Source: an optimization exercise on an open RTL-to-GDS flow (aim: small area). Production flows keep margins and buffers that such runs may drop.
At most, simulation tests tie the RTL to the original design; equivalence was not proved.
No functional check of the RTL was part of run 2.
No activity file was given, so power comes from the tool's default toggle rates.

==> flow/design.v (outline; a module is shown in full before it is edited, if it fits) <==
// module cmplx_mixer8: 586 lines
// module cmplx_mixer16: 1327 lines
// module summComplex: 41 lines
// module memForFFT: 43 lines
// module multComplexE: 127 lines
// module interconnect_two_sFFT_to_mFFT: 156 lines
// module myFFT: 494 lines
// module myFFT16: 30 lines
module myFFT16 (
    input         i_clk,
    input         i_reset,
    input         i_valid,
    input  [15:0] i_data_in_i,
    input  [15:0] i_data_in_q,
    output [17:0] o_data_out_i,
    output [17:0] o_data_out_q,
    output        o_complete,
    output [2:0]  o_stateFFT,
    input         i_flag_ready_recive,
    output        o_flag_wayt_data
);
  // ...
==> flow/run.sh <==
#!/bin/bash
# synth_recipe.tcl (not shown) runs the flow's synth.tcl, then flattens the netlist and writes it again
# the make line also repeats each setting of config.mk as NAME=value (left out here)
make -C /OpenROAD-flow-scripts/flow DESIGN_CONFIG=/design/flow/config.mk WORK_HOME=/design/flow/orfs CLKGATE_MAP_FILE= SYNTH_SCRIPT=/design/flow/synth_recipe.tcl finish
==> flow/config.mk <==
export PLATFORM = sky130hd
export DESIGN_NAME = myFFT16
export DESIGN_NICKNAME = myFFT16
export VERILOG_FILES = /design/flow/design.v
export SDC_FILE = /design/flow/constraint.sdc
export NUM_CORES = 4
export LEC_CHECK = 0
export CAP_MARGIN = 20
export CORE_MARGIN = 2
export CORE_UTILIZATION = 40
export SLEW_MARGIN = 20
==> flow/constraint.sdc <==
create_clock -name core_clock -period 10.0 [get_ports {i_clk}]
set_input_delay 2.0000 -clock core_clock [delete_from_list [all_inputs] [get_ports {i_clk}]]
set_output_delay 2.0000 -clock core_clock [all_outputs]
set_load 0.01 [all_outputs]
==> report_table.html, run 1 <==
<table>
<tr><th>Metric</th><th>Value</th></tr>
<tr><th colspan="2">Critical path</th></tr>
<tr><td>Cell breakdown of the critical path</td><td>clkdlybuf4s50_1, buf_12, inv_1, mux2i_1, xnor2_1, fa_1, fa_1, fa_1, fa_1, fa_1, fa_1, fa_1, fa_1, fa_1, fa_1, fa_1, fa_1, fa_1, fa_1, xnor2_1, xnor2_1, xnor2_1</td></tr>
<tr><td>Slowest cell delay on critical path</td><td>530 ps</td></tr>
<tr><td>Critical path's most frequent cell</td><td>fa_1</td></tr>
<tr><td>Endpoint class of the critical path</td><td>register</td></tr>
<tr><td>Required time reported for the critical path endpoint</td><td>10630 ps</td></tr>
<tr><td>Largest delay share family, worst path</td><td>adder cells</td></tr>
<tr><td>Arr. time, crit path</td><td>9420 ps</td></tr>
<tr><th colspan="2">Power</th></tr>
<tr><td>Power consumed by combinational cells</td><td>1.76 mW</td></tr>
<tr><td>Design Power</td><td>28.1 mW</td></tr>
<tr><td>Power Density</td><td>157 nW/um^2</td></tr>
<tr><td>Proportion of power drawn by the clock network</td><td>43.4%</td></tr>
<tr><td>Clock group total power</td><td>12.2 mW</td></tr>
<tr><td>Switching power of the nets</td><td>6.17 mW</td></tr>
<tr><td>LEAKAGE</td><td>67.2 nW</td></tr>
<tr><th colspan="2">Layout</th></tr>
<tr><td>Non-clock buffer total of the final layout</td><td>312</td></tr>
<tr><td>Final Non-Filler Cells</td><td>16926</td></tr>
<tr><td>Most common cell after layout, fill and taps aside</td><td>edfxtp_1</td></tr>
<tr><td>Number of multi-input combinational cells</td><td>6008</td></tr>
<tr><td>Max-area cell class</td><td>flip-flops and latches</td></tr>
<tr><td>Multi-input gate share of total cell area</td><td>35.9%</td></tr>
<tr><th colspan="2">STA</th></tr>
<tr><td>Final number of hold-violating endpoints</td><td>0</td></tr>
<tr><td>Total setup violations reported at the end of the flow</td><td>0</td></tr>
<tr><td>Highest achievable clock rate</td><td>114 MHz</td></tr>
<tr><th colspan="2">Synth</th></tr>
<tr><td>Number of enable flip-flop cells after synthesis</td><td>2665</td></tr>
<tr><td>Cell type with the largest total area after synthesis</td><td>edfxtp_1</td></tr>
<tr><td>Mux contribution to synthesized area</td><td>7.71%</td></tr>
<tr><td>Post-Synthesis Cells</td><td>11218</td></tr>
<tr><td>Post-Synthesis Net Count</td><td>12901</td></tr>
<tr><td>Seq cells post-synth</td><td>3070</td></tr>
<tr><td>Largest family of logic cells by synthesized area</td><td>adder cells</td></tr>
<tr><th colspan="2">Place</th></tr>
<tr><td>Placer's final routability congestion estimate</td><td>0.884</td></tr>
<tr><td>Pre-CTS setup slack</td><td>365 ps</td></tr>
<tr><th colspan="2">Drt</th></tr>
<tr><td>DR vias/cell</td><td>5.04</td></tr>
<tr><td>WL/cell</td><td>21.6 um</td></tr>
<tr><td>Number of routed nets with antenna violations</td><td>0</td></tr>
<tr><th colspan="2">Floorplan</th></tr>
<tr><td>Number of placement rows</td><td>232</td></tr>
<tr><th colspan="2">Clocking</th></tr>
<tr><td>Total number of clock tree sinks</td><td>3070</td></tr>
<tr><td>Clock latency reported for the late side of the worst-skew pair</td><td>920 ps</td></tr>
<tr><td>TritonCTS buffer count</td><td>318</td></tr>
<tr><th colspan="2">GRT</th></tr>
<tr><td>Largest net degree at the start of global routing</td><td>84</td></tr>
<tr><td>Most crowded layer after global routing</td><td>met2</td></tr>
<tr><td>Remaining global-route overflow</td><td>0</td></tr>
<tr><td>All-Layer GR Usage</td><td>18.1%</td></tr>
<tr><td>Via count of the first global-routing pass</td><td>90983</td></tr>
<tr><th colspan="2">Status</th></tr>
<tr><td>Status</td><td>timing/DRC/antenna clean</td></tr>
</table>
==> module memForFFT, before the edit <==
module memForFFT #(parameter DATA_FFT_SIZE = 16,
                   parameter SIZE_BITS_ADDRES = 4  ,
                   parameter ONE_OUT = 0  )
    (
    i_clk,
    i_writeEn,
    i_readEn,
    i_sel,
    i_addr,
    i_addr_r,
    i_inData,
    o_outData,
    i_writeEn2,
    i_readEn2,
    i_addr2,
    i_addr_r2,
    i_inData2,
    o_outData2
    );
    input i_clk;
    input i_writeEn;
    input i_readEn;
    input i_sel;
    input [SIZE_BITS_ADDRES-1:0] i_addr;
    input [SIZE_BITS_ADDRES-1:0] i_addr_r;
    input [DATA_FFT_SIZE-1:0] i_inData;
    output reg [DATA_FFT_SIZE-1:0] o_outData;
    input i_writeEn2;
    input i_readEn2;
    input [SIZE_BITS_ADDRES-1:0] i_addr2;
    input [SIZE_BITS_ADDRES-1:0] i_addr_r2;
    input [DATA_FFT_SIZE-1:0] i_inData2;
    output reg [DATA_FFT_SIZE-1:0] o_outData2;
    reg [DATA_FFT_SIZE-1:0] data [2**SIZE_BITS_ADDRES-1:0];
    reg [DATA_FFT_SIZE-1:0] data2 [2**SIZE_BITS_ADDRES-1:0];
    always @(posedge i_clk)
    begin
        if(i_readEn)  o_outData <= (ONE_OUT && i_sel) ? data2[i_addr_r] : data[i_addr_r]; 
        if(i_writeEn) data[i_addr] <= i_inData; 
        if(i_readEn2 && !ONE_OUT)  o_outData2 <= data2[i_addr_r2]; 
        if(i_writeEn2) data2[i_addr2] <= i_inData2; 
    end
endmodule
==> module interconnect_two_sFFT_to_mFFT, before the edit <==
module interconnect_two_sFFT_to_mFFT #(parameter SIZE_BUFFER = 1, 
                                       parameter SIZE_OUT_DATA_S_FFT = 16,
                                       parameter SIZE_OUT_DATA = 16,
                                       parameter TYPE = "forvard", 
                                       parameter COMPENS_FP = "false",  
                                       parameter FAST = "slow", 
                                       parameter USE_ROUND = 1, 
                                       parameter USE_DSP = 1, 
                                       parameter PARAPEL_THIS_FFT = 1)
    (
        i_clk,
        i_reset,
        i_data_from_secondFFT_chet_i,
        i_data_from_secondFFT_chet_q,
        i_data_from_secondFFT_Nchet_i,
        i_data_from_secondFFT_Nchet_q,
        i_flag_complete_chet,
        i_flag_complete_Nchet,
        o_resiveFromChet,
        o_resiveFromNChet,
        i_mutDone,
        o_out_summ_0__NFFT_2_i,
        o_out_summ_0__NFFT_2_q,
        o_out_summ_NFFT_2__NFFT_i,
        o_out_summ_NFFT_2__NFFT_q,
        o_counterMultData2,
        o_dataComplete
    );
    localparam NFFT = 1 << SIZE_BUFFER;
    input i_clk;
    input i_reset;
    input [SIZE_OUT_DATA_S_FFT-1:0] i_data_from_secondFFT_chet_i;
    input [SIZE_OUT_DATA_S_FFT-1:0] i_data_from_secondFFT_chet_q;
    input [SIZE_OUT_DATA_S_FFT-1:0] i_data_from_secondFFT_Nchet_i;
    input [SIZE_OUT_DATA_S_FFT-1:0] i_data_from_secondFFT_Nchet_q;
    input i_flag_complete_chet;
    input i_flag_complete_Nchet;
    output o_resiveFromChet;
    output reg o_resiveFromNChet;
    input i_mutDone;
    output [SIZE_OUT_DATA-1:0] o_out_summ_0__NFFT_2_i;
    output [SIZE_OUT_DATA-1:0] o_out_summ_0__NFFT_2_q;
    output [SIZE_OUT_DATA-1:0] o_out_summ_NFFT_2__NFFT_i;
    output [SIZE_OUT_DATA-1:0] o_out_summ_NFFT_2__NFFT_q;
    output reg [SIZE_BUFFER-1:0] o_counterMultData2;
    output o_dataComplete;
    reg enMult;
    reg [SIZE_OUT_DATA_S_FFT-1:0] multData_i;
    reg [SIZE_OUT_DATA_S_FFT-1:0] multData_q;
    reg [15:0] phi;    
    wire [SIZE_OUT_DATA-1:0] res_m_phi_i;
    wire [SIZE_OUT_DATA-1:0] res_m_phi_q;
    wire [SIZE_OUT_DATA-1:0] res_p_phi_i;
    wire [SIZE_OUT_DATA-1:0] res_p_phi_q;
    multComplexE #(.SIZE_DATA_FI(SIZE_BUFFER) , .DATA_FFT_SIZE(SIZE_OUT_DATA_S_FFT), .FAST(FAST), .TYPE(TYPE), .COMPENS_FP(COMPENS_FP), .USE_ROUND(USE_ROUND), .USE_DSP(USE_DSP))
    _multComplexE
        (
        .i_clk(i_clk),
        .i_reset(i_reset),
        .i_en(enMult),
        .i_in_data_i(multData_i),
        .i_in_data_q(multData_q),
        .i_fi_deg(phi),
        .o_out_data_minus_i(res_m_phi_i),
        .o_out_data_minus_q(res_m_phi_q),
        .o_out_data_plus_i(res_p_phi_i),
        .o_out_data_plus_q(res_p_phi_q),
        .o_outValid(o_dataComplete)
        );
    reg [SIZE_OUT_DATA-1:0] d1_res_m_phi_i;
    reg [SIZE_OUT_DATA-1:0] d1_res_m_phi_q;
    reg [SIZE_OUT_DATA-1:0] d1_res_p_phi_i;
    reg [SIZE_OUT_DATA-1:0] d1_res_p_phi_q;
    always @(posedge i_clk)
    begin
        d1_res_m_phi_i <= res_m_phi_i;
        d1_res_m_phi_q <= res_m_phi_q;
        d1_res_p_phi_i <= res_p_phi_i;
        d1_res_p_phi_q <= res_p_phi_q;
    end
    wire [SIZE_OUT_DATA-1:0] w_data_summ_chet_i;
    wire [SIZE_OUT_DATA-1:0] w_data_summ_chet_q;
    if((COMPENS_FP == "add") && (SIZE_OUT_DATA > SIZE_OUT_DATA_S_FFT))
    begin
        assign w_data_summ_chet_i[SIZE_OUT_DATA-1:1] = i_data_from_secondFFT_chet_i[SIZE_OUT_DATA_S_FFT-1:0];
        assign w_data_summ_chet_q[SIZE_OUT_DATA-1:1] = i_data_from_secondFFT_chet_q[SIZE_OUT_DATA_S_FFT-1:0];
        assign w_data_summ_chet_i[0] = 0;
        assign w_data_summ_chet_q[0] = 0;
    end
    else
    begin
        assign w_data_summ_chet_i = i_data_from_secondFFT_chet_i;
        assign w_data_summ_chet_q = i_data_from_secondFFT_chet_q;
    end
    summComplex #(.DATA_FFT_SIZE(SIZE_OUT_DATA))
    _summ0__NFFT_2(
        .i_clk(i_clk),
        .i_en( 1'b1),
        .i_data_in0_i(w_data_summ_chet_i),
        .i_data_in0_q(w_data_summ_chet_q),
        .i_data_in1_i(res_m_phi_i),
        .i_data_in1_q(res_m_phi_q),
        .o_data_out0_i(o_out_summ_0__NFFT_2_i),
        .o_data_out0_q(o_out_summ_0__NFFT_2_q)
    );
    summComplex #(.DATA_FFT_SIZE(SIZE_OUT_DATA), .SUB(1))
    _summNFFT_2__NFFT(
        .i_clk(i_clk),
        .i_en( 1'b1),
        .i_data_in0_i(w_data_summ_chet_i),
        .i_data_in0_q(w_data_summ_chet_q),
        .i_data_in1_i(res_m_phi_i),    
        .i_data_in1_q(res_m_phi_q),
        .o_data_out0_i(o_out_summ_NFFT_2__NFFT_i),
        .o_data_out0_q(o_out_summ_NFFT_2__NFFT_q)
    );
    reg old_flag_complete_chet;
    reg old_flag_complete_Nchet;
    reg d1_enMult;
    assign o_resiveFromChet = o_dataComplete | (!i_flag_complete_chet);
    always @(posedge i_clk) 
    begin : summFFT
        if(i_reset)
        begin
            o_resiveFromNChet <= 1'b1;
            enMult <= 1'b0;
            o_counterMultData2 <= 0;
            phi <= 0;
            d1_enMult <= 1'b0;
            old_flag_complete_chet <= 1'b0;
            old_flag_complete_Nchet <= 1'b0;
        end
        else
        begin
            d1_enMult <= enMult;
            old_flag_complete_chet <= i_flag_complete_chet;
            if(old_flag_complete_Nchet) phi <= phi + 1;
            else    phi <= 0;
            old_flag_complete_Nchet <= i_flag_complete_Nchet;
            if(i_flag_complete_Nchet | old_flag_complete_Nchet)
            begin
                multData_i <= i_data_from_secondFFT_Nchet_i;
                multData_q <= i_data_from_secondFFT_Nchet_q;
                enMult <= 1'b1;
            end
            else if(o_counterMultData2 == (NFFT/2-1)) enMult <= 1'b0;
            if(i_mutDone)         o_counterMultData2 <= 0;
            else
            begin
                if( o_dataComplete)
                    o_counterMultData2 <= o_counterMultData2 + 1;
                else    o_counterMultData2 <= 0;
            end
        end
    end
endmodule
==> run 2: changes to the inputs <==
--- a/flow/design.v
+++ b/flow/design.v
@@ -17,17 +17,17 @@
       2'd1: begin x_re_d = sum;                    x_im_d = dif; end
       2'd2: begin x_re_d = {idat_im[15], idat_im}; x_im_d = {idat_re[15], idat_re}; end
       default: begin x_re_d = dif;                 x_im_d = sum; end
     endcase
   end
   logic [16:0] x_re, x_im;
   logic        odd, n_im;
   wire         n_re = 1'b0;
-  logic [16:0] r_re, r_im, s2_re, s2_im, s3_re, s3_im;
+  logic [16:0] t_re, t_im, r_re, r_im, s2_re, s2_im, s3_re, s3_im;
   wire p_re_w0 = (1'b1 & (x_re[0] ^ n_re));
   wire p_re_w1 = (1'b1 & (x_re[1] ^ n_re));
   wire p_re_w2 = (1'b1 & (x_re[2] ^ n_re));
   wire p_re_w3 = (1'b1 & (x_re[3] ^ n_re));
   wire p_re_w4 = (1'b1 & (x_re[4] ^ n_re));
   wire p_re_w5 = (1'b1 & (x_re[5] ^ n_re));
   wire p_re_w6 = (1'b1 & (x_re[6] ^ n_re));
   wire p_re_w7 = (1'b1 & (x_re[7] ^ n_re));
@@ -35,106 +35,106 @@
   wire p_re_w9 = (1'b1 & (x_re[9] ^ n_re));
   wire p_re_w10 = (1'b1 & (x_re[10] ^ n_re));
   wire p_re_w11 = (1'b1 & (x_re[11] ^ n_re));
   wire p_re_w12 = (1'b1 & (x_re[12] ^ n_re));
   wire p_re_w13 = (1'b1 & (x_re[13] ^ n_re));
   wire p_re_w14 = (1'b1 & (x_re[14] ^ n_re));
   wire p_re_w15 = (1'b1 & (x_re[15] ^ n_re));
   wire p_re_w16 = 1'b1 & n_re;
-  wire p_re_w17 = (odd & (x_re[0] ^ ~n_re));
-  wire p_re_w18 = (odd & (x_re[1] ^ ~n_re));
-  wire p_re_w19 = (odd & (x_re[2] ^ ~n_re));
-  wire p_re_w20 = (odd & (x_re[3] ^ ~n_re));
-  wire p_re_w21 = (odd & (x_re[4] ^ ~n_re));
-  wire p_re_w22 = (odd & (x_re[5] ^ ~n_re));
-  wire p_re_w23 = (odd & (x_re[6] ^ ~n_re));
-  wire p_re_w24 = (odd & (x_re[7] ^ ~n_re));
-  wire p_re_w25 = (odd & (x_re[8] ^ ~n_re));
-  wire p_re_w26 = (odd & (x_re[9] ^ ~n_re));
-  wire p_re_w27 = (odd & (x_re[10] ^ ~n_re));
-  wire p_re_w28 = (odd & (x_re[11] ^ ~n_re));
-  wire p_re_w29 = (odd & (x_re[12] ^ ~n_re));
-  wire p_re_w30 = (odd & (x_re[13] ^ ~n_re));
-  wire p_re_w31 = (odd & (x_re[14] ^ ~n_re));
-  wire p_re_w32 = (odd & (x_re[15] ^ ~n_re));
-  wire p_re_w33 = ~((odd & (x_re[16] ^ ~n_re)));
-  wire p_re_w34 = odd & ~n_re;
-  wire p_re_w35 = (odd & (x_re[0] ^ ~n_re));
-  wire p_re_w36 = (odd & (x_re[1] ^ ~n_re));
-  wire p_re_w37 = (odd & (x_re[2] ^ ~n_re));
-  wire p_re_w38 = (odd & (x_re[3] ^ ~n_re));
-  wire p_re_w39 = (odd & (x_re[4] ^ ~n_re));
-  wire p_re_w40 = (odd & (x_re[5] ^ ~n_re));
-  wire p_re_w41 = (odd & (x_re[6] ^ ~n_re));
-  wire p_re_w42 = (odd & (x_re[7] ^ ~n_re));
-  wire p_re_w43 = (odd & (x_re[8] ^ ~n_re));
-  wire p_re_w44 = (odd & (x_re[9] ^ ~n_re));
-  wire p_re_w45 = (odd & (x_re[10] ^ ~n_re));
-  wire p_re_w46 = (odd & (x_re[11] ^ ~n_re));
-  wire p_re_w47 = (odd & (x_re[12] ^ ~n_re));
-  wire p_re_w48 = (odd & (x_re[13] ^ ~n_re));
-  wire p_re_w49 = (odd & (x_re[14] ^ ~n_re));
-  wire p_re_w50 = (odd & (x_re[15] ^ ~n_re));
-  wire p_re_w51 = ~((odd & (x_re[16] ^ ~n_re)));
-  wire p_re_w52 = odd & ~n_re;
-  wire p_re_w53 = (odd & (x_re[0] ^ n_re));
-  wire p_re_w54 = (odd & (x_re[1] ^ n_re));
-  wire p_re_w55 = (odd & (x_re[2] ^ n_re));
-  wire p_re_w56 = (odd & (x_re[3] ^ n_re));
-  wire p_re_w57 = (odd & (x_re[4] ^ n_re));
-  wire p_re_w58 = (odd & (x_re[5] ^ n_re));
-  wire p_re_w59 = (odd & (x_re[6] ^ n_re));
-  wire p_re_w60 = (odd & (x_re[7] ^ n_re));
-  wire p_re_w61 = (odd & (x_re[8] ^ n_re));
-  wire p_re_w62 = (odd & (x_re[9] ^ n_re));
-  wire p_re_w63 = (odd & (x_re[10] ^ n_re));
-  wire p_re_w64 = (odd & (x_re[11] ^ n_re));
-  wire p_re_w65 = (odd & (x_re[12] ^ n_re));
-  wire p_re_w66 = (odd & (x_re[13] ^ n_re));
-  wire p_re_w67 = (odd & (x_re[14] ^ n_re));
-  wire p_re_w68 = (odd & (x_re[15] ^ n_re));
-  wire p_re_w69 = ~((odd & (x_re[16] ^ n_re)));
-  wire p_re_w70 = odd & n_re;
-  wire p_re_w71 = (odd & (x_re[0] ^ n_re));
-  wire p_re_w72 = (odd & (x_re[1] ^ n_re));
-  wire p_re_w73 = (odd & (x_re[2] ^ n_re));
-  wire p_re_w74 = (odd & (x_re[3] ^ n_re));
-  wire p_re_w75 = (odd & (x_re[4] ^ n_re));
-  wire p_re_w76 = (odd & (x_re[5] ^ n_re));
-  wire p_re_w77 = (odd & (x_re[6] ^ n_re));
-  wire p_re_w78 = (odd & (x_re[7] ^ n_re));
-  wire p_re_w79 = (odd & (x_re[8] ^ n_re));
-  wire p_re_w80 = (odd & (x_re[9] ^ n_re));
-  wire p_re_w81 = (odd & (x_re[10] ^ n_re));
-  wire p_re_w82 = (odd & (x_re[11] ^ n_re));
-  wire p_re_w83 = (odd & (x_re[12] ^ n_re));
-  wire p_re_w84 = (odd & (x_re[13] ^ n_re));
-  wire p_re_w85 = (odd & (x_re[14] ^ n_re));
-  wire p_re_w86 = (odd & (x_re[15] ^ n_re));
-  wire p_re_w87 = ~((odd & (x_re[16] ^ n_re)));
-  wire p_re_w88 = odd & n_re;
-  wire p_re_w89 = (odd & (x_re[0] ^ n_re));
-  wire p_re_w90 = (odd & (x_re[1] ^ n_re));
-  wire p_re_w91 = (odd & (x_re[2] ^ n_re));
-  wire p_re_w92 = (odd & (x_re[3] ^ n_re));
-  wire p_re_w93 = (odd & (x_re[4] ^ n_re));
-  wire p_re_w94 = (odd & (x_re[5] ^ n_re));
-  wire p_re_w95 = (odd & (x_re[6] ^ n_re));
-  wire p_re_w96 = (odd & (x_re[7] ^ n_re));
-  wire p_re_w97 = (odd & (x_re[8] ^ n_re));
-  wire p_re_w98 = (odd & (x_re[9] ^ n_re));
-  wire p_re_w99 = (odd & (x_re[10] ^ n_re));
-  wire p_re_w100 = (odd & (x_re[11] ^ n_re));
-  wire p_re_w101 = (odd & (x_re[12] ^ n_re));
-  wire p_re_w102 = (odd & (x_re[13] ^ n_re));
-  wire p_re_w103 = (odd & (x_re[14] ^ n_re));
-  wire p_re_w104 = (odd & (x_re[15] ^ n_re));
-  wire p_re_w105 = ~((odd & (x_re[16] ^ n_re)));
-  wire p_re_w106 = odd & n_re;
+  wire p_re_w17 = (1'b1 & (x_re[0] ^ ~n_re));
+  wire p_re_w18 = (1'b1 & (x_re[1] ^ ~n_re));
+  wire p_re_w19 = (1'b1 & (x_re[2] ^ ~n_re));
+  wire p_re_w20 = (1'b1 & (x_re[3] ^ ~n_re));
+  wire p_re_w21 = (1'b1 & (x_re[4] ^ ~n_re));
+  wire p_re_w22 = (1'b1 & (x_re[5] ^ ~n_re));
+  wire p_re_w23 = (1'b1 & (x_re[6] ^ ~n_re));
+  wire p_re_w24 = (1'b1 & (x_re[7] ^ ~n_re));
+  wire p_re_w25 = (1'b1 & (x_re[8] ^ ~n_re));
+  wire p_re_w26 = (1'b1 & (x_re[9] ^ ~n_re));
+  wire p_re_w27 = (1'b1 & (x_re[10] ^ ~n_re));
+  wire p_re_w28 = (1'b1 & (x_re[11] ^ ~n_re));
+  wire p_re_w29 = (1'b1 & (x_re[12] ^ ~n_re));
+  wire p_re_w30 = (1'b1 & (x_re[13] ^ ~n_re));
+  wire p_re_w31 = (1'b1 & (x_re[14] ^ ~n_re));
+  wire p_re_w32 = (1'b1 & (x_re[15] ^ ~n_re));
+  wire p_re_w33 = ~((1'b1 & (x_re[16] ^ ~n_re)));
+  wire p_re_w34 = 1'b1 & ~n_re;
+  wire p_re_w35 = (1'b1 & (x_re[0] ^ ~n_re));
+  wire p_re_w36 = (1'b1 & (x_re[1] ^ ~n_re));
+  wire p_re_w37 = (1'b1 & (x_re[2] ^ ~n_re));
+  wire p_re_w38 = (1'b1 & (x_re[3] ^ ~n_re));
+  wire p_re_w39 = (1'b1 & (x_re[4] ^ ~n_re));
+  wire p_re_w40 = (1'b1 & (x_re[5] ^ ~n_re));
+  wire p_re_w41 = (1'b1 & (x_re[6] ^ ~n_re));
+  wire p_re_w42 = (1'b1 & (x_re[7] ^ ~n_re));
+  wire p_re_w43 = (1'b1 & (x_re[8] ^ ~n_re));
+  wire p_re_w44 = (1'b1 & (x_re[9] ^ ~n_re));
+  wire p_re_w45 = (1'b1 & (x_re[10] ^ ~n_re));
+  wire p_re_w46 = (1'b1 & (x_re[11] ^ ~n_re));
+  wire p_re_w47 = (1'b1 & (x_re[12] ^ ~n_re));
+  wire p_re_w48 = (1'b1 & (x_re[13] ^ ~n_re));
+  wire p_re_w49 = (1'b1 & (x_re[14] ^ ~n_re));
+  wire p_re_w50 = (1'b1 & (x_re[15] ^ ~n_re));
+  wire p_re_w51 = ~((1'b1 & (x_re[16] ^ ~n_re)));
+  wire p_re_w52 = 1'b1 & ~n_re;
+  wire p_re_w53 = (1'b1 & (x_re[0] ^ n_re));
+  wire p_re_w54 = (1'b1 & (x_re[1] ^ n_re));
+  wire p_re_w55 = (1'b1 & (x_re[2] ^ n_re));
+  wire p_re_w56 = (1'b1 & (x_re[3] ^ n_re));
+  wire p_re_w57 = (1'b1 & (x_re[4] ^ n_re));
+  wire p_re_w58 = (1'b1 & (x_re[5] ^ n_re));
+  wire p_re_w59 = (1'b1 & (x_re[6] ^ n_re));
+  wire p_re_w60 = (1'b1 & (x_re[7] ^ n_re));
+  wire p_re_w61 = (1'b1 & (x_re[8] ^ n_re));
+  wire p_re_w62 = (1'b1 & (x_re[9] ^ n_re));
+  wire p_re_w63 = (1'b1 & (x_re[10] ^ n_re));
+  wire p_re_w64 = (1'b1 & (x_re[11] ^ n_re));
+  wire p_re_w65 = (1'b1 & (x_re[12] ^ n_re));
+  wire p_re_w66 = (1'b1 & (x_re[13] ^ n_re));
+  wire p_re_w67 = (1'b1 & (x_re[14] ^ n_re));
+  wire p_re_w68 = (1'b1 & (x_re[15] ^ n_re));
+  wire p_re_w69 = ~((1'b1 & (x_re[16] ^ n_re)));
+  wire p_re_w70 = 1'b1 & n_re;
+  wire p_re_w71 = (1'b1 & (x_re[0] ^ n_re));
+  wire p_re_w72 = (1'b1 & (x_re[1] ^ n_re));
+  wire p_re_w73 = (1'b1 & (x_re[2] ^ n_re));
+  wire p_re_w74 = (1'b1 & (x_re[3] ^ n_re));
+  wire p_re_w75 = (1'b1 & (x_re[4] ^ n_re));
+  wire p_re_w76 = (1'b1 & (x_re[5] ^ n_re));
+  wire p_re_w77 = (1'b1 & (x_re[6] ^ n_re));
+  wire p_re_w78 = (1'b1 & (x_re[7] ^ n_re));
+  wire p_re_w79 = (1'b1 & (x_re[8] ^ n_re));
+  wire p_re_w80 = (1'b1 & (x_re[9] ^ n_re));
+  wire p_re_w81 = (1'b1 & (x_re[10] ^ n_re));
+  wire p_re_w82 = (1'b1 & (x_re[11] ^ n_re));
+  wire p_re_w83 = (1'b1 & (x_re[12] ^ n_re));
+  wire p_re_w84 = (1'b1 & (x_re[13] ^ n_re));
+  wire p_re_w85 = (1'b1 & (x_re[14] ^ n_re));
+  wire p_re_w86 = (1'b1 & (x_re[15] ^ n_re));
+  wire p_re_w87 = ~((1'b1 & (x_re[16] ^ n_re)));
+  wire p_re_w88 = 1'b1 & n_re;
+  wire p_re_w89 = (1'b1 & (x_re[0] ^ n_re));
+  wire p_re_w90 = (1'b1 & (x_re[1] ^ n_re));
+  wire p_re_w91 = (1'b1 & (x_re[2] ^ n_re));
+  wire p_re_w92 = (1'b1 & (x_re[3] ^ n_re));
+  wire p_re_w93 = (1'b1 & (x_re[4] ^ n_re));
+  wire p_re_w94 = (1'b1 & (x_re[5] ^ n_re));
+  wire p_re_w95 = (1'b1 & (x_re[6] ^ n_re));
+  wire p_re_w96 = (1'b1 & (x_re[7] ^ n_re));
+  wire p_re_w97 = (1'b1 & (x_re[8] ^ n_re));
+  wire p_re_w98 = (1'b1 & (x_re[9] ^ n_re));
+  wire p_re_w99 = (1'b1 & (x_re[10] ^ n_re));
+  wire p_re_w100 = (1'b1 & (x_re[11] ^ n_re));
+  wire p_re_w101 = (1'b1 & (x_re[12] ^ n_re));
+  wire p_re_w102 = (1'b1 & (x_re[13] ^ n_re));
+  wire p_re_w103 = (1'b1 & (x_re[14] ^ n_re));
+  wire p_re_w104 = (1'b1 & (x_re[15] ^ n_re));
+  wire p_re_w105 = ~((1'b1 & (x_re[16] ^ n_re)));
+  wire p_re_w106 = 1'b1 & n_re;
   wire p_re_w107 = p_re_w17 ^ p_re_w34;
   wire p_re_w108 = p_re_w17 & p_re_w34;
   wire p_re_w109 = p_re_w0 ^ p_re_w16;
   wire p_re_w110 = p_re_w0 & p_re_w16;
   wire p_re_w111 = p_re_w1 ^ p_re_w20;
   wire p_re_w112 = p_re_w1 & p_re_w20;
   wire p_re_w113 = p_re_w2 ^ p_re_w21 ^ p_re_w41;
   wire p_re_w114 = (p_re_w2 & p_re_w21) | (p_re_w2 & p_re_w41) | (p_re_w21 & p_re_w41);
@@ -290,17 +290,17 @@
   wire p_re_w264 = (1'b1 & p_re_w218) | (1'b1 & p_re_w219) | (p_re_w218 & p_re_w219);
   wire p_re_w265 = p_re_w14 ^ p_re_w33 ^ p_re_w220;
   wire p_re_w266 = (p_re_w14 & p_re_w33) | (p_re_w14 & p_re_w220) | (p_re_w33 & p_re_w220);
   wire p_re_w267 = p_re_w15 ^ 1'b1;
   wire p_re_w268 = p_re_w15 & 1'b1;
   wire [30:0] p_re_a = {p_re_w266, p_re_w264, p_re_w262, p_re_w260, p_re_w258, p_re_w256, p_re_w254, p_re_w252, p_re_w250, p_re_w248, p_re_w246, p_re_w244, p_re_w242, p_re_w240, p_re_w238, p_re_w236, p_re_w234, p_re_w232, p_re_w230, p_re_w228, p_re_w226, p_re_w224, p_re_w222, p_re_w95, p_re_w94, p_re_w93, p_re_w92, p_re_w91, p_re_w90, p_re_w89, 1'b0};
   wire [30:0] p_re_b = {p_re_w267, p_re_w265, p_re_w263, p_re_w261, p_re_w259, p_re_w257, p_re_w255, p_re_w253, p_re_w251, p_re_w249, p_re_w247, p_re_w245, p_re_w243, p_re_w241, p_re_w239, p_re_w237, p_re_w235, p_re_w233, p_re_w231, p_re_w229, p_re_w227, p_re_w225, p_re_w223, p_re_w221, 1'b0, 1'b0, 1'b0, 1'b0, 1'b0, p_re_w106, 1'b0};
   wire [30:0] p_re_s = p_re_a + p_re_b;
-  assign r_re = p_re_s[30:14];
+  assign t_re = p_re_s[30:14];
   wire p_im_w0 = (1'b1 & (x_im[0] ^ n_im));
   wire p_im_w1 = (1'b1 & (x_im[1] ^ n_im));
   wire p_im_w2 = (1'b1 & (x_im[2] ^ n_im));
   wire p_im_w3 = (1'b1 & (x_im[3] ^ n_im));
   wire p_im_w4 = (1'b1 & (x_im[4] ^ n_im));
   wire p_im_w5 = (1'b1 & (x_im[5] ^ n_im));
   wire p_im_w6 = (1'b1 & (x_im[6] ^ n_im));
   wire p_im_w7 = (1'b1 & (x_im[7] ^ n_im));
@@ -308,106 +308,106 @@
   wire p_im_w9 = (1'b1 & (x_im[9] ^ n_im));
   wire p_im_w10 = (1'b1 & (x_im[10] ^ n_im));
   wire p_im_w11 = (1'b1 & (x_im[11] ^ n_im));
   wire p_im_w12 = (1'b1 & (x_im[12] ^ n_im));
   wire p_im_w13 = (1'b1 & (x_im[13] ^ n_im));
   wire p_im_w14 = (1'b1 & (x_im[14] ^ n_im));
   wire p_im_w15 = (1'b1 & (x_im[15] ^ n_im));
   wire p_im_w16 = 1'b1 & n_im;
-  wire p_im_w17 = (odd & (x_im[0] ^ ~n_im));
-  wire p_im_w18 = (odd & (x_im[1] ^ ~n_im));
-  wire p_im_w19 = (odd & (x_im[2] ^ ~n_im));
-  wire p_im_w20 = (odd & (x_im[3] ^ ~n_im));
-  wire p_im_w21 = (odd & (x_im[4] ^ ~n_im));
-  wire p_im_w22 = (odd & (x_im[5] ^ ~n_im));
-  wire p_im_w23 = (odd & (x_im[6] ^ ~n_im));
-  wire p_im_w24 = (odd & (x_im[7] ^ ~n_im));
-  wire p_im_w25 = (odd & (x_im[8] ^ ~n_im));
-  wire p_im_w26 = (odd & (x_im[9] ^ ~n_im));
-  wire p_im_w27 = (odd & (x_im[10] ^ ~n_im));
-  wire p_im_w28 = (odd & (x_im[11] ^ ~n_im));
-  wire p_im_w29 = (odd & (x_im[12] ^ ~n_im));
-  wire p_im_w30 = (odd & (x_im[13] ^ ~n_im));
-  wire p_im_w31 = (odd & (x_im[14] ^ ~n_im));
-  wire p_im_w32 = (odd & (x_im[15] ^ ~n_im));
-  wire p_im_w33 = ~((odd & (x_im[16] ^ ~n_im)));
-  wire p_im_w34 = odd & ~n_im;
-  wire p_im_w35 = (odd & (x_im[0] ^ ~n_im));
-  wire p_im_w36 = (odd & (x_im[1] ^ ~n_im));
-  wire p_im_w37 = (odd & (x_im[2] ^ ~n_im));
-  wire p_im_w38 = (odd & (x_im[3] ^ ~n_im));
-  wire p_im_w39 = (odd & (x_im[4] ^ ~n_im));
-  wire p_im_w40 = (odd & (x_im[5] ^ ~n_im));
-  wire p_im_w41 = (odd & (x_im[6] ^ ~n_im));
-  wire p_im_w42 = (odd & (x_im[7] ^ ~n_im));
-  wire p_im_w43 = (odd & (x_im[8] ^ ~n_im));
-  wire p_im_w44 = (odd & (x_im[9] ^ ~n_im));
-  wire p_im_w45 = (odd & (x_im[10] ^ ~n_im));
-  wire p_im_w46 = (odd & (x_im[11] ^ ~n_im));
-  wire p_im_w47 = (odd & (x_im[12] ^ ~n_im));
-  wire p_im_w48 = (odd & (x_im[13] ^ ~n_im));
-  wire p_im_w49 = (odd & (x_im[14] ^ ~n_im));
-  wire p_im_w50 = (odd & (x_im[15] ^ ~n_im));
-  wire p_im_w51 = ~((odd & (x_im[16] ^ ~n_im)));
-  wire p_im_w52 = odd & ~n_im;
-  wire p_im_w53 = (odd & (x_im[0] ^ n_im));
-  wire p_im_w54 = (odd & (x_im[1] ^ n_im));
-  wire p_im_w55 = (odd & (x_im[2] ^ n_im));
-  wire p_im_w56 = (odd & (x_im[3] ^ n_im));
-  wire p_im_w57 = (odd & (x_im[4] ^ n_im));
-  wire p_im_w58 = (odd & (x_im[5] ^ n_im));
-  wire p_im_w59 = (odd & (x_im[6] ^ n_im));
-  wire p_im_w60 = (odd & (x_im[7] ^ n_im));
-  wire p_im_w61 = (odd & (x_im[8] ^ n_im));
-  wire p_im_w62 = (odd & (x_im[9] ^ n_im));
-  wire p_im_w63 = (odd & (x_im[10] ^ n_im));
-  wire p_im_w64 = (odd & (x_im[11] ^ n_im));
-  wire p_im_w65 = (odd & (x_im[12] ^ n_im));
-  wire p_im_w66 = (odd & (x_im[13] ^ n_im));
-  wire p_im_w67 = (odd & (x_im[14] ^ n_im));
-  wire p_im_w68 = (odd & (x_im[15] ^ n_im));
-  wire p_im_w69 = ~((odd & (x_im[16] ^ n_im)));
-  wire p_im_w70 = odd & n_im;
-  wire p_im_w71 = (odd & (x_im[0] ^ n_im));
-  wire p_im_w72 = (odd & (x_im[1] ^ n_im));
-  wire p_im_w73 = (odd & (x_im[2] ^ n_im));
-  wire p_im_w74 = (odd & (x_im[3] ^ n_im));
-  wire p_im_w75 = (odd & (x_im[4] ^ n_im));
-  wire p_im_w76 = (odd & (x_im[5] ^ n_im));
-  wire p_im_w77 = (odd & (x_im[6] ^ n_im));
-  wire p_im_w78 = (odd & (x_im[7] ^ n_im));
-  wire p_im_w79 = (odd & (x_im[8] ^ n_im));
-  wire p_im_w80 = (odd & (x_im[9] ^ n_im));
-  wire p_im_w81 = (odd & (x_im[10] ^ n_im));
-  wire p_im_w82 = (odd & (x_im[11] ^ n_im));
-  wire p_im_w83 = (odd & (x_im[12] ^ n_im));
-  wire p_im_w84 = (odd & (x_im[13] ^ n_im));
-  wire p_im_w85 = (odd & (x_im[14] ^ n_im));
-  wire p_im_w86 = (odd & (x_im[15] ^ n_im));
-  wire p_im_w87 = ~((odd & (x_im[16] ^ n_im)));
-  wire p_im_w88 = odd & n_im;
-  wire p_im_w89 = (odd & (x_im[0] ^ n_im));
-  wire p_im_w90 = (odd & (x_im[1] ^ n_im));
-  wire p_im_w91 = (odd & (x_im[2] ^ n_im));
-  wire p_im_w92 = (odd & (x_im[3] ^ n_im));
-  wire p_im_w93 = (odd & (x_im[4] ^ n_im));
-  wire p_im_w94 = (odd & (x_im[5] ^ n_im));
-  wire p_im_w95 = (odd & (x_im[6] ^ n_im));
-  wire p_im_w96 = (odd & (x_im[7] ^ n_im));
-  wire p_im_w97 = (odd & (x_im[8] ^ n_im));
-  wire p_im_w98 = (odd & (x_im[9] ^ n_im));
-  wire p_im_w99 = (odd & (x_im[10] ^ n_im));
-  wire p_im_w100 = (odd & (x_im[11] ^ n_im));
-  wire p_im_w101 = (odd & (x_im[12] ^ n_im));
-  wire p_im_w102 = (odd & (x_im[13] ^ n_im));
-  wire p_im_w103 = (odd & (x_im[14] ^ n_im));
-  wire p_im_w104 = (odd & (x_im[15] ^ n_im));
-  wire p_im_w105 = ~((odd & (x_im[16] ^ n_im)));
-  wire p_im_w106 = odd & n_im;
+  wire p_im_w17 = (1'b1 & (x_im[0] ^ ~n_im));
+  wire p_im_w18 = (1'b1 & (x_im[1] ^ ~n_im));
+  wire p_im_w19 = (1'b1 & (x_im[2] ^ ~n_im));
+  wire p_im_w20 = (1'b1 & (x_im[3] ^ ~n_im));
+  wire p_im_w21 = (1'b1 & (x_im[4] ^ ~n_im));
+  wire p_im_w22 = (1'b1 & (x_im[5] ^ ~n_im));
+  wire p_im_w23 = (1'b1 & (x_im[6] ^ ~n_im));
+  wire p_im_w24 = (1'b1 & (x_im[7] ^ ~n_im));
+  wire p_im_w25 = (1'b1 & (x_im[8] ^ ~n_im));
+  wire p_im_w26 = (1'b1 & (x_im[9] ^ ~n_im));
+  wire p_im_w27 = (1'b1 & (x_im[10] ^ ~n_im));
+  wire p_im_w28 = (1'b1 & (x_im[11] ^ ~n_im));
+  wire p_im_w29 = (1'b1 & (x_im[12] ^ ~n_im));
+  wire p_im_w30 = (1'b1 & (x_im[13] ^ ~n_im));
+  wire p_im_w31 = (1'b1 & (x_im[14] ^ ~n_im));
+  wire p_im_w32 = (1'b1 & (x_im[15] ^ ~n_im));
+  wire p_im_w33 = ~((1'b1 & (x_im[16] ^ ~n_im)));
+  wire p_im_w34 = 1'b1 & ~n_im;
+  wire p_im_w35 = (1'b1 & (x_im[0] ^ ~n_im));
+  wire p_im_w36 = (1'b1 & (x_im[1] ^ ~n_im));
+  wire p_im_w37 = (1'b1 & (x_im[2] ^ ~n_im));
+  wire p_im_w38 = (1'b1 & (x_im[3] ^ ~n_im));
+  wire p_im_w39 = (1'b1 & (x_im[4] ^ ~n_im));
+  wire p_im_w40 = (1'b1 & (x_im[5] ^ ~n_im));
+  wire p_im_w41 = (1'b1 & (x_im[6] ^ ~n_im));
+  wire p_im_w42 = (1'b1 & (x_im[7] ^ ~n_im));
+  wire p_im_w43 = (1'b1 & (x_im[8] ^ ~n_im));
+  wire p_im_w44 = (1'b1 & (x_im[9] ^ ~n_im));
+  wire p_im_w45 = (1'b1 & (x_im[10] ^ ~n_im));
+  wire p_im_w46 = (1'b1 & (x_im[11] ^ ~n_im));
+  wire p_im_w47 = (1'b1 & (x_im[12] ^ ~n_im));
+  wire p_im_w48 = (1'b1 & (x_im[13] ^ ~n_im));
+  wire p_im_w49 = (1'b1 & (x_im[14] ^ ~n_im));
+  wire p_im_w50 = (1'b1 & (x_im[15] ^ ~n_im));
+  wire p_im_w51 = ~((1'b1 & (x_im[16] ^ ~n_im)));
+  wire p_im_w52 = 1'b1 & ~n_im;
+  wire p_im_w53 = (1'b1 & (x_im[0] ^ n_im));
+  wire p_im_w54 = (1'b1 & (x_im[1] ^ n_im));
+  wire p_im_w55 = (1'b1 & (x_im[2] ^ n_im));
+  wire p_im_w56 = (1'b1 & (x_im[3] ^ n_im));
+  wire p_im_w57 = (1'b1 & (x_im[4] ^ n_im));
+  wire p_im_w58 = (1'b1 & (x_im[5] ^ n_im));
+  wire p_im_w59 = (1'b1 & (x_im[6] ^ n_im));
+  wire p_im_w60 = (1'b1 & (x_im[7] ^ n_im));
+  wire p_im_w61 = (1'b1 & (x_im[8] ^ n_im));
+  wire p_im_w62 = (1'b1 & (x_im[9] ^ n_im));
+  wire p_im_w63 = (1'b1 & (x_im[10] ^ n_im));
+  wire p_im_w64 = (1'b1 & (x_im[11] ^ n_im));
+  wire p_im_w65 = (1'b1 & (x_im[12] ^ n_im));
+  wire p_im_w66 = (1'b1 & (x_im[13] ^ n_im));
+  wire p_im_w67 = (1'b1 & (x_im[14] ^ n_im));
+  wire p_im_w68 = (1'b1 & (x_im[15] ^ n_im));
+  wire p_im_w69 = ~((1'b1 & (x_im[16] ^ n_im)));
+  wire p_im_w70 = 1'b1 & n_im;
+  wire p_im_w71 = (1'b1 & (x_im[0] ^ n_im));
+  wire p_im_w72 = (1'b1 & (x_im[1] ^ n_im));
+  wire p_im_w73 = (1'b1 & (x_im[2] ^ n_im));
+  wire p_im_w74 = (1'b1 & (x_im[3] ^ n_im));
+  wire p_im_w75 = (1'b1 & (x_im[4] ^ n_im));
+  wire p_im_w76 = (1'b1 & (x_im[5] ^ n_im));
+  wire p_im_w77 = (1'b1 & (x_im[6] ^ n_im));
+  wire p_im_w78 = (1'b1 & (x_im[7] ^ n_im));
+  wire p_im_w79 = (1'b1 & (x_im[8] ^ n_im));
+  wire p_im_w80 = (1'b1 & (x_im[9] ^ n_im));
+  wire p_im_w81 = (1'b1 & (x_im[10] ^ n_im));
+  wire p_im_w82 = (1'b1 & (x_im[11] ^ n_im));
+  wire p_im_w83 = (1'b1 & (x_im[12] ^ n_im));
+  wire p_im_w84 = (1'b1 & (x_im[13] ^ n_im));
+  wire p_im_w85 = (1'b1 & (x_im[14] ^ n_im));
+  wire p_im_w86 = (1'b1 & (x_im[15] ^ n_im));
+  wire p_im_w87 = ~((1'b1 & (x_im[16] ^ n_im)));
+  wire p_im_w88 = 1'b1 & n_im;
+  wire p_im_w89 = (1'b1 & (x_im[0] ^ n_im));
+  wire p_im_w90 = (1'b1 & (x_im[1] ^ n_im));
+  wire p_im_w91 = (1'b1 & (x_im[2] ^ n_im));
+  wire p_im_w92 = (1'b1 & (x_im[3] ^ n_im));
+  wire p_im_w93 = (1'b1 & (x_im[4] ^ n_im));
+  wire p_im_w94 = (1'b1 & (x_im[5] ^ n_im));
+  wire p_im_w95 = (1'b1 & (x_im[6] ^ n_im));
+  wire p_im_w96 = (1'b1 & (x_im[7] ^ n_im));
+  wire p_im_w97 = (1'b1 & (x_im[8] ^ n_im));
+  wire p_im_w98 = (1'b1 & (x_im[9] ^ n_im));
+  wire p_im_w99 = (1'b1 & (x_im[10] ^ n_im));
+  wire p_im_w100 = (1'b1 & (x_im[11] ^ n_im));
+  wire p_im_w101 = (1'b1 & (x_im[12] ^ n_im));
+  wire p_im_w102 = (1'b1 & (x_im[13] ^ n_im));
+  wire p_im_w103 = (1'b1 & (x_im[14] ^ n_im));
+  wire p_im_w104 = (1'b1 & (x_im[15] ^ n_im));
+  wire p_im_w105 = ~((1'b1 & (x_im[16] ^ n_im)));
+  wire p_im_w106 = 1'b1 & n_im;
   wire p_im_w107 = p_im_w17 ^ p_im_w34;
   wire p_im_w108 = p_im_w17 & p_im_w34;
   wire p_im_w109 = p_im_w0 ^ p_im_w16;
   wire p_im_w110 = p_im_w0 & p_im_w16;
   wire p_im_w111 = p_im_w1 ^ p_im_w20;
   wire p_im_w112 = p_im_w1 & p_im_w20;
   wire p_im_w113 = p_im_w2 ^ p_im_w21 ^ p_im_w41;
   wire p_im_w114 = (p_im_w2 & p_im_w21) | (p_im_w2 & p_im_w41) | (p_im_w21 & p_im_w41);
@@ -563,17 +563,20 @@
   wire p_im_w264 = (1'b1 & p_im_w218) | (1'b1 & p_im_w219) | (p_im_w218 & p_im_w219);
   wire p_im_w265 = p_im_w14 ^ p_im_w33 ^ p_im_w220;
   wire p_im_w266 = (p_im_w14 & p_im_w33) | (p_im_w14 & p_im_w220) | (p_im_w33 & p_im_w220);
   wire p_im_w267 = p_im_w15 ^ 1'b1;
   wire p_im_w268 = p_im_w15 & 1'b1;
   wire [30:0] p_im_a = {p_im_w266, p_im_w264, p_im_w262, p_im_w260, p_im_w258, p_im_w256, p_im_w254, p_im_w252, p_im_w250, p_im_w248, p_im_w246, p_im_w244, p_im_w242, p_im_w240, p_im_w238, p_im_w236, p_im_w234, p_im_w232, p_im_w230, p_im_w228, p_im_w226, p_im_w224, p_im_w222, p_im_w95, p_im_w94, p_im_w93, p_im_w92, p_im_w91, p_im_w90, p_im_w89, 1'b0};
   wire [30:0] p_im_b = {p_im_w267, p_im_w265, p_im_w263, p_im_w261, p_im_w259, p_im_w257, p_im_w255, p_im_w253, p_im_w251, p_im_w249, p_im_w247, p_im_w245, p_im_w243, p_im_w241, p_im_w239, p_im_w237, p_im_w235, p_im_w233, p_im_w231, p_im_w229, p_im_w227, p_im_w225, p_im_w223, p_im_w221, 1'b0, 1'b0, 1'b0, 1'b0, 1'b0, p_im_w106, 1'b0};
   wire [30:0] p_im_s = p_im_a + p_im_b;
-  assign r_im = p_im_s[30:14];
+  assign t_im = p_im_s[30:14];
+  wire [15:0] x_im_neg = ~x_im[15:0] + 16'd1;
+  assign r_re = odd ? t_re : {x_re[15:0], 1'b0};
+  assign r_im = odd ? t_im : {(n_im ? x_im_neg : x_im[15:0]), 1'b0};
   always_ff @(posedge iclk) begin
     if (ival) begin
       x_re  <= x_re_d;
       x_im  <= x_im_d;
       odd   <= ik[0];
       n_im  <= ik[1];
       s2_re <= r_re;
       s2_im <= r_im;
@@ -1983,23 +1986,25 @@
     output reg [DATA_FFT_SIZE-1:0] o_outData;
     input i_writeEn2;
     input i_readEn2;
     input [SIZE_BITS_ADDRES-1:0] i_addr2;
     input [SIZE_BITS_ADDRES-1:0] i_addr_r2;
     input [DATA_FFT_SIZE-1:0] i_inData2;
     output reg [DATA_FFT_SIZE-1:0] o_outData2;
     reg [DATA_FFT_SIZE-1:0] data [2**SIZE_BITS_ADDRES-1:0];
-    reg [DATA_FFT_SIZE-1:0] data2 [2**SIZE_BITS_ADDRES-1:0];
+    reg [DATA_FFT_SIZE-1:1] data2 [2**SIZE_BITS_ADDRES-1:0];
+    wire [DATA_FFT_SIZE-1:0] rd2 = {data2[i_addr_r], data[i_addr_r][0]};
+    wire [DATA_FFT_SIZE-1:0] rd2_r2 = {data2[i_addr_r2], data[i_addr_r2][0]};
     always @(posedge i_clk)
     begin
-        if(i_readEn)  o_outData <= (ONE_OUT && i_sel) ? data2[i_addr_r] : data[i_addr_r]; 
+        if(i_readEn)  o_outData <= (ONE_OUT && i_sel) ? rd2 : data[i_addr_r]; 
         if(i_writeEn) data[i_addr] <= i_inData; 
-        if(i_readEn2 && !ONE_OUT)  o_outData2 <= data2[i_addr_r2]; 
-        if(i_writeEn2) data2[i_addr2] <= i_inData2; 
+        if(i_readEn2 && !ONE_OUT)  o_outData2 <= rd2_r2; 
+        if(i_writeEn2) data2[i_addr2] <= i_inData2[DATA_FFT_SIZE-1:1]; 
     end
 endmodule
 `timescale 1ns / 1ps
 module multComplexE #(parameter SIZE_DATA_FI = 2 ,
                       parameter DATA_FFT_SIZE = 16,
                       parameter FAST = "slow", 
                       parameter TYPE = "forvard", 
                       parameter COMPENS_FP = "false",  
@@ -2170,17 +2175,18 @@
     output [SIZE_OUT_DATA-1:0] o_out_summ_0__NFFT_2_q;
     output [SIZE_OUT_DATA-1:0] o_out_summ_NFFT_2__NFFT_i;
     output [SIZE_OUT_DATA-1:0] o_out_summ_NFFT_2__NFFT_q;
     output reg [SIZE_BUFFER-1:0] o_counterMultData2;
     output o_dataComplete;
     reg enMult;
     reg [SIZE_OUT_DATA_S_FFT-1:0] multData_i;
     reg [SIZE_OUT_DATA_S_FFT-1:0] multData_q;
-    reg [15:0] phi;    
+    reg [SIZE_BUFFER-2:0] phi_r;    
+    wire [15:0] phi = {{(17-SIZE_BUFFER){1'b0}}, phi_r};
     wire [SIZE_OUT_DATA-1:0] res_m_phi_i;
     wire [SIZE_OUT_DATA-1:0] res_m_phi_q;
     wire [SIZE_OUT_DATA-1:0] res_p_phi_i;
     wire [SIZE_OUT_DATA-1:0] res_p_phi_q;
     multComplexE #(.SIZE_DATA_FI(SIZE_BUFFER) , .DATA_FFT_SIZE(SIZE_OUT_DATA_S_FFT), .FAST(FAST), .TYPE(TYPE), .COMPENS_FP(COMPENS_FP), .USE_ROUND(USE_ROUND), .USE_DSP(USE_DSP))
     _multComplexE
         (
         .i_clk(i_clk),
@@ -2248,27 +2254,27 @@
     assign o_resiveFromChet = o_dataComplete | (!i_flag_complete_chet);
     always @(posedge i_clk) 
     begin : summFFT
         if(i_reset)
         begin
             o_resiveFromNChet <= 1'b1;
             enMult <= 1'b0;
             o_counterMultData2 <= 0;
-            phi <= 0;
+            phi_r <= 0;
             d1_enMult <= 1'b0;
             old_flag_complete_chet <= 1'b0;
             old_flag_complete_Nchet <= 1'b0;
         end
         else
         begin
             d1_enMult <= enMult;
             old_flag_complete_chet <= i_flag_complete_chet;
-            if(old_flag_complete_Nchet) phi <= phi + 1;
-            else    phi <= 0;
+            if(old_flag_complete_Nchet) phi_r <= phi_r + 1'b1;
+            else    phi_r <= 0;
             old_flag_complete_Nchet <= i_flag_complete_Nchet;
             if(i_flag_complete_Nchet | old_flag_complete_Nchet)
             begin
                 multData_i <= i_data_from_secondFFT_Nchet_i;
                 multData_q <= i_data_from_secondFFT_Nchet_q;
                 enMult <= 1'b1;
             end
             else if(o_counterMultData2 == (NFFT/2-1)) enMult <= 1'b0;
@@ -2330,47 +2336,31 @@
     localparam stateWriteData = 3'b001;
     localparam stateWaytFFT = 3'b010;
     localparam stateSummFFT = 4'b100;
     localparam stateComplete = 4'b111;
     genvar i;
     generate
     if((MIN_FFT_x4==1) && (NFFT == 4))  
     begin
-        reg [DATA_FFT_SIZE-1:0] data_out_mas_i [3:0];
-        reg [DATA_FFT_SIZE-1:0] data_out_mas_q [3:0];
         always @(posedge i_clk) 
         begin : FMS_FFT
             if(i_reset)   state <= stateWaytData;
             else
             begin
                 case(state)
                 stateWaytData : if((counterReciveDataFFT == 3) & i_valid)  state <= stateSummFFT;
                 stateSummFFT:   state <= stateComplete;
                 stateComplete : if((counterSendData == 3) & i_flag_ready_recive)   state <= stateWaytData; 
                 endcase
             end
         end
-        localparam numm_1 = TYPE=="forvard" ? 1 : TYPE=="invers" ? 3 : 1;
-        localparam numm_3 = TYPE=="forvard" ? 3 : TYPE=="invers" ? 1 : 3;
-        wire first = (counterReciveDataFFT[1:0] == 2'd0);
-        wire [1:0] n = counterReciveDataFFT[1:0];
-        wire [1:0] n_inv = (TYPE=="invers") ? -n : n;    
-        function [DATA_FFT_SIZE:0] rot_op;    
-            input [1:0] rot;
-            input is_q;
-            begin
-                case (rot)
-                2'd0: rot_op = {1'b0, is_q ? i_data_in_q : i_data_in_i};
-                2'd1: rot_op = {is_q, is_q ? i_data_in_i : i_data_in_q};
-                2'd2: rot_op = {1'b1, is_q ? i_data_in_q : i_data_in_i};
-                default: rot_op = {~is_q, is_q ? i_data_in_i : i_data_in_q};
-                endcase
-            end
-        endfunction
+        reg [DATA_FFT_SIZE-1:0] s_i [3:0];
+        reg [DATA_FFT_SIZE-1:0] s_q [3:0];
+        reg [1:0] nL;    
         function [DATA_FFT_SIZE-1:0] rca;
             input [DATA_FFT_SIZE-1:0] a;
             input [DATA_FFT_SIZE-1:0] b;
             input neg;
             integer t;
             reg c;
             reg bb;
             begin
@@ -2378,62 +2368,73 @@
                 for (t = 0; t < DATA_FFT_SIZE; t = t + 1)
                 begin
                     bb = b[t] ^ neg;
                     rca[t] = a[t] ^ bb ^ c;
                     c = (a[t] & bb) | (a[t] & c) | (bb & c);
                 end
             end
         endfunction
-        reg [DATA_FFT_SIZE:0] op_i [3:0];
-        reg [DATA_FFT_SIZE:0] op_q [3:0];
-        integer m;
-        always @(*)
-        begin
-            for (m = 0; m < 4; m = m + 1)
-            begin
-                op_i[m] = rot_op(m[1:0] * n_inv, 1'b0);
-                op_q[m] = rot_op(m[1:0] * n_inv, 1'b1);
-            end
-        end
+        wire [1:0] n = counterReciveDataFFT[1:0];
+        wire [DATA_FFT_SIZE-1:0] base_i = n[0] ? s_i[1] : s_i[0];
+        wire [DATA_FFT_SIZE-1:0] base_q = n[0] ? s_q[1] : s_q[0];
+        wire [DATA_FFT_SIZE-1:0] bp_i = rca(base_i, i_data_in_i, 1'b0);
+        wire [DATA_FFT_SIZE-1:0] bp_q = rca(base_q, i_data_in_q, 1'b0);
+        wire [DATA_FFT_SIZE-1:0] bm_i = rca(base_i, i_data_in_i, 1'b1);
+        wire [DATA_FFT_SIZE-1:0] bm_q = rca(base_q, i_data_in_q, 1'b1);
         always @(posedge i_clk) 
         begin : reciveDataFFT
-            integer mm;
             if(i_reset)   counterReciveDataFFT <= 0;
             else
             begin
                 if(counterReciveDataFFT < NFFT)
                 begin
                     if(i_valid == 1'b1) 
                     begin
                         counterReciveDataFFT <= counterReciveDataFFT + 1;
-                        for (mm = 0; mm < 4; mm = mm + 1)
-                        begin
-                            data_out_mas_i[mm] <= rca(first ? {DATA_FFT_SIZE{1'b0}} : data_out_mas_i[mm], op_i[mm][DATA_FFT_SIZE-1:0], op_i[mm][DATA_FFT_SIZE]);
-                            data_out_mas_q[mm] <= rca(first ? {DATA_FFT_SIZE{1'b0}} : data_out_mas_q[mm], op_q[mm][DATA_FFT_SIZE-1:0], op_q[mm][DATA_FFT_SIZE]);
-                        end
                     end
                 end
                 else counterReciveDataFFT <= 0;
             end
         end
+        always @(posedge i_clk)
+        begin : butterflies
+            if(!counterReciveDataFFT[2] & i_valid & !i_reset)
+            begin
+                nL <= n;
+                case (n)
+                2'd0: begin s_i[0] <= i_data_in_i; s_q[0] <= i_data_in_q; end
+                2'd1: begin s_i[1] <= i_data_in_i; s_q[1] <= i_data_in_q; end
+                2'd2: begin s_i[0] <= bp_i; s_q[0] <= bp_q; s_i[2] <= bm_i; s_q[2] <= bm_q; end
+                default: begin s_i[1] <= bp_i; s_q[1] <= bp_q; s_i[3] <= bm_i; s_q[3] <= bm_q; end
+                endcase
+            end
+        end
+        wire [1:0] rm = counterSendData[1:0];
+        wire use_q = (nL != 2'd0);
+        wire [DATA_FFT_SIZE-1:0] p_i = (rm[0] & nL[1]) ? s_i[2] : s_i[0];
+        wire [DATA_FFT_SIZE-1:0] p_q = (rm[0] & nL[1]) ? s_q[2] : s_q[0];
+        wire [DATA_FFT_SIZE-1:0] q_i = {DATA_FFT_SIZE{use_q}} & ((rm[0] & (nL == 2'd3)) ? s_i[3] : s_i[1]);
+        wire [DATA_FFT_SIZE-1:0] q_q = {DATA_FFT_SIZE{use_q}} & ((rm[0] & (nL == 2'd3)) ? s_q[3] : s_q[1]);
+        wire [DATA_FFT_SIZE-1:0] x_i = rca(p_i, rm[0] ? q_q : q_i, (rm == 2'd2) | (rm == 2'd3));
+        wire [DATA_FFT_SIZE-1:0] x_q = rca(p_q, rm[0] ? q_i : q_q, (rm == 2'd2) | (rm == 2'd1));
         reg [DATA_FFT_SIZE-1:0] reg_data_out_i;
         reg [DATA_FFT_SIZE-1:0] reg_data_out_q;
         assign o_data_out_i = reg_data_out_i;
         assign o_data_out_q = reg_data_out_q;
         always @(posedge i_clk) 
         begin : sendDataFFT
             if(i_reset) counterSendData <= 0;
             else if(state == stateComplete)
             begin
                 if((counterSendData < NFFT) & i_flag_ready_recive)
                 begin : FLAG_RECIVE_FFT
                     counterSendData <= counterSendData + 1;
-                    reg_data_out_i <= data_out_mas_i[counterSendData];
-                    reg_data_out_q <= data_out_mas_q[counterSendData];
+                    reg_data_out_i <= x_i;
+                    reg_data_out_q <= x_q;
                 end
             end
             else counterSendData <= 0;
         end
         reg reg_flag_wayt_data;
         assign o_flag_wayt_data = reg_flag_wayt_data;
         always @ (posedge i_clk)
         begin : flagReciveFFT
==> flow/config.mk (replaced) <==
export PLATFORM = sky130hd
export DESIGN_NAME = myFFT16
export DESIGN_NICKNAME = myFFT16
export VERILOG_FILES = /design/flow/design.v
export SDC_FILE = /design/flow/constraint.sdc
export NUM_CORES = 4
export LEC_CHECK = 0
export CAP_MARGIN = 0
export CORE_MARGIN = 2
export CORE_UTILIZATION = 60
export CTS_BUF_LIST = sky130_fd_sc_hd__clkbuf_8
export CTS_CLUSTER_DIAMETER = 60
export CTS_CLUSTER_SIZE = 16
export SLEW_MARGIN = 0
==> run 2 against run 1 <==
Net effect:
- final cell count shrank 17%
- non-clock buffer count shrank 52
- global-route usage grew 7.9 points
==> report_table.html, run 2 <==
<table>
<tr><th>Metric</th><th>Value</th></tr>
<tr><th colspan="2">Drt</th></tr>
<tr><td>DR vias/cell</td><td>5.66 (was 5.04)</td></tr>
<tr><td>WL final</td><td>334000 um (was 366000 um)</td></tr>
<tr><td>WL/cell</td><td>23.7 um (was 21.6 um)</td></tr>
<tr><td>Number of routed nets with antenna violations</td><td>0 (unchanged)</td></tr>
<tr><td>Number of DRC violations after detailed-routing iteration 0</td><td>6249 (was 7082)</td></tr>
<tr><td>Via count</td><td>79732 (was 85379)</td></tr>
<tr><th colspan="2">Synth</th></tr>
<tr><td>Cell type with the largest total area after synthesis</td><td>edfxtp_1 (unchanged)</td></tr>
<tr><td>Post-Synthesis Cells</td><td>10374 (was 11218)</td></tr>
<tr><td>Cell types occupying the most area after synthesis</td><td>edfxtp_1 52%, fa_1 14%, dfxtp_1 5.3%, mux4_2 4.6%, ha_1 3.9% (was edfxtp_1 50%, fa_1 15%, dfxtp_1 5.1%, inv_1 3.9%, mux4_2 3.9%)</td></tr>
<tr><td>Seq cells post-synth</td><td>3081 (was 3070)</td></tr>
<tr><td>Post-Synthesis Net Count</td><td>11949 (was 12901)</td></tr>
<tr><td>Number of enable flip-flop cells after synthesis</td><td>2673 (was 2665)</td></tr>
<tr><td>Count leader, synth</td><td>edfxtp_1 (unchanged)</td></tr>
<tr><td>Distinct cells, synth</td><td>93 (unchanged)</td></tr>
<tr><td>Fraction of registers with async set or reset after synthesis</td><td>0% (unchanged)</td></tr>
<tr><th colspan="2">STA</th></tr>
<tr><td>Total setup violations reported at the end of the flow</td><td>0 (unchanged)</td></tr>
<tr><td>Min Clock Period, post-route</td><td>8600 ps (was 8780 ps)</td></tr>
<tr><td>Tightest Pin Transition</td><td>1230 ps (was 1140 ps)</td></tr>
<tr><td>Unrepaired setup endpoints after global routing</td><td>false (unchanged)</td></tr>
<tr><td>Final number of hold-violating endpoints</td><td>0 (unchanged)</td></tr>
<tr><td>Highest achievable clock rate</td><td>116 MHz (was 114 MHz)</td></tr>
<tr><th colspan="2">Place</th></tr>
<tr><td>Pre-CTS setup slack</td><td>435 ps (was 365 ps)</td></tr>
<tr><td>Placer's final routability congestion estimate</td><td>0.927 (was 0.884)</td></tr>
<tr><th colspan="2">Critical path</th></tr>
<tr><td>Required time reported for the critical path endpoint</td><td>10730 ps (was 10630 ps)</td></tr>
<tr><td>Endpoint class of the critical path</td><td>register (unchanged)</td></tr>
<tr><td>Arr. time, crit path</td><td>9330 ps (was 9420 ps)</td></tr>
<tr><td>Critical Path Source Type</td><td>input port (unchanged)</td></tr>
<tr><td>Classification of the worst setup path</td><td>input port to register (unchanged)</td></tr>
<tr><th colspan="2">GRT</th></tr>
<tr><td>Via count of the first global-routing pass</td><td>83751 (was 90983)</td></tr>
<tr><td>Largest net degree at the start of global routing</td><td>82 (was 84)</td></tr>
<tr><td>Remaining global-route overflow</td><td>0 (unchanged)</td></tr>
<tr><td>All-Layer GR Usage</td><td>25.9% (was 18.1%)</td></tr>
<tr><th colspan="2">Power</th></tr>
<tr><td>Power Density</td><td>131 nW/um^2 (was 157 nW/um^2)</td></tr>
<tr><td>LEAKAGE</td><td>62.4 nW (was 67.2 nW)</td></tr>
<tr><td>Design Power</td><td>21.6 mW (was 28.1 mW)</td></tr>
<tr><th colspan="2">Floorplan</th></tr>
<tr><td>Die height</td><td>512 um (was 636 um)</td></tr>
<tr><td>Die Wd</td><td>512 um (was 636 um)</td></tr>
<tr><td>Number of placement rows</td><td>186 (was 232)</td></tr>
<tr><th colspan="2">Layout</th></tr>
<tr><td>Layout cell share with drive strength beyond 1</td><td>12.3% (was 11.6%)</td></tr>
<tr><td>Area overhead of the layout relative to synthesis</td><td>6.30% (was 11.6%)</td></tr>
<tr><td>Final #Nets</td><td>12083 (was 13074)</td></tr>
<tr><td>Most common cell after layout, fill and taps aside</td><td>edfxtp_1 (unchanged)</td></tr>
<tr><td>Final Non-Filler Cells</td><td>14096 (was 16926)</td></tr>
<tr><th colspan="2">Clocking</th></tr>
<tr><td>Total number of clock tree sinks</td><td>3081 (was 3070)</td></tr>
<tr><td>TritonCTS buffer count</td><td>238 (was 318)</td></tr>
<tr><td>Clock latency reported for the late side of the worst-skew pair</td><td>1060 ps (was 920 ps)</td></tr>
<tr><td>Post-cts repair resize count</td><td>0 (unchanged)</td></tr>
<tr><th colspan="2">Min path</th></tr>
<tr><td>Number of cells on the worst hold path</td><td>0 (unchanged)</td></tr>
<tr><th colspan="2">Status</th></tr>
<tr><td>Status</td><td>timing/DRC/antenna clean (unchanged)</td></tr>
</table>
## run 2: cell count changes in the layout (fill, tap and decap cells not counted), moves of 140 or more
| cell | before | now |
|---|---|---|
| clkbuf_16 | 326 | 0 |
| xnor2_1 | 576 | 351 |
| clkbuf_8 | 41 | 246 |
| o21ai_0 | 148 | 288 |
| mux2_2 | 194 | 403 |
| nand2b_1 | 423 | 51 |
## run 2: logic make-up (layout without fill, tap and decap cells)
group / Yosys count / count (layout) / share of synthesized area (%)
flops: 3081 / 3081 / 57.0
buf+inv: 1834 / 2165 / 4.46
fa+ha+maj: 1540 / 1540 / 17.5
simple gates: 1185 / 1185 / 3.43
mux: 1173 / 1173 / 10.4
compound gates: 954 / 954 / 3.69
xor+xnor: 606 / 606 / 3.42
other cells: 1 / 8 / 0.00242
## run 2: cell type report
class / instances / share of cell area [%]
clock inverters: 191 / 0.682
repair buffers: 260 / 1.29
flip-flops and latches: 3081 / 53.7
multi-input cells: 5459 / 36.4
diodes: 7 / 0.0106
clock buffers: 246 / 2.05
well taps: 3384 / 2.57
inverters: 1468 / 3.34
## run 2: power breakdown
| part | leakage (nW) | switching [mW] | internal (mW) |
|---|---|---|---|
| Clock | 2.77 | 4.05 | 2.50 |
| Sequential | 27.5 | 0.0391 | 13.9 |
| Combinational | 32.1 | 0.588 | 0.438 |
| Total | 62.4 | 4.68 | 16.9 |
## run 2: critical path, cell delays in order
cell and delay [ps]:
clkdlybuf4s50_1 790, ha_1 430, fa_1 390, fa_1 410
fa_1 420, fa_1 410, fa_1 420, fa_1 420
fa_1 410, fa_1 420, fa_1 400, fa_1 390
fa_1 390, fa_1 390, fa_1 400, fa_1 380
xor2_1 220, nor2_1 80, xor2_1 160
## run 2: how the worst max path moves through the flow
stage / endpoint / cells after the start / slack, ps
4_1_cts: register / 28 / 1520
2_1_floorplan: register / 4 / 1560
3_5_place_dp: register / 19 / 430
5_1_grt: register / 26 / 1000
6_report: register / 19 / 1400
3_3_place_gp: register / 19 / 450
## run 2: per-layer routing
metal / part of all wire [%] / GRT usage, %
met1: 43 / 36.9
met2: 48 / 41.6
met3: 5.4 / 3.74
met4: 3.6 / 8.48
met5: 0 / 0

[afterwards: timing with drivers on the ports]
No port has a modelled driver above. Below, the same layouts with a new extraction and two added sets of constraints.
Step 1 assumes that a clkbuf_16 drives the clock port and a buf_2 every other input.
Step 2, shift: input delay + t, output delay - t, t = (earliest + latest rising clock arrival at the registers) / 2. This alone moves slack from input paths to output paths.
a / b / c = ideal ports / drivers / drivers and shift; a / b = the first two.
run | t (ns) | slack for setup (ns) | worst setup path after step 2 | worst data-port slew with drivers (ns)
run 1 | 0.995 | 1.217 / 1.295 / 0.300 | input to register | 0.16
run 2 | 1.084 | 1.395 / 1.420 / 0.382 | input to register | 0.22
After both steps setup and hold are still met in every run listed. The setup slack of run 2, which loses most, moves by +0.025 ns with the drivers and by -1.013 ns with both steps.
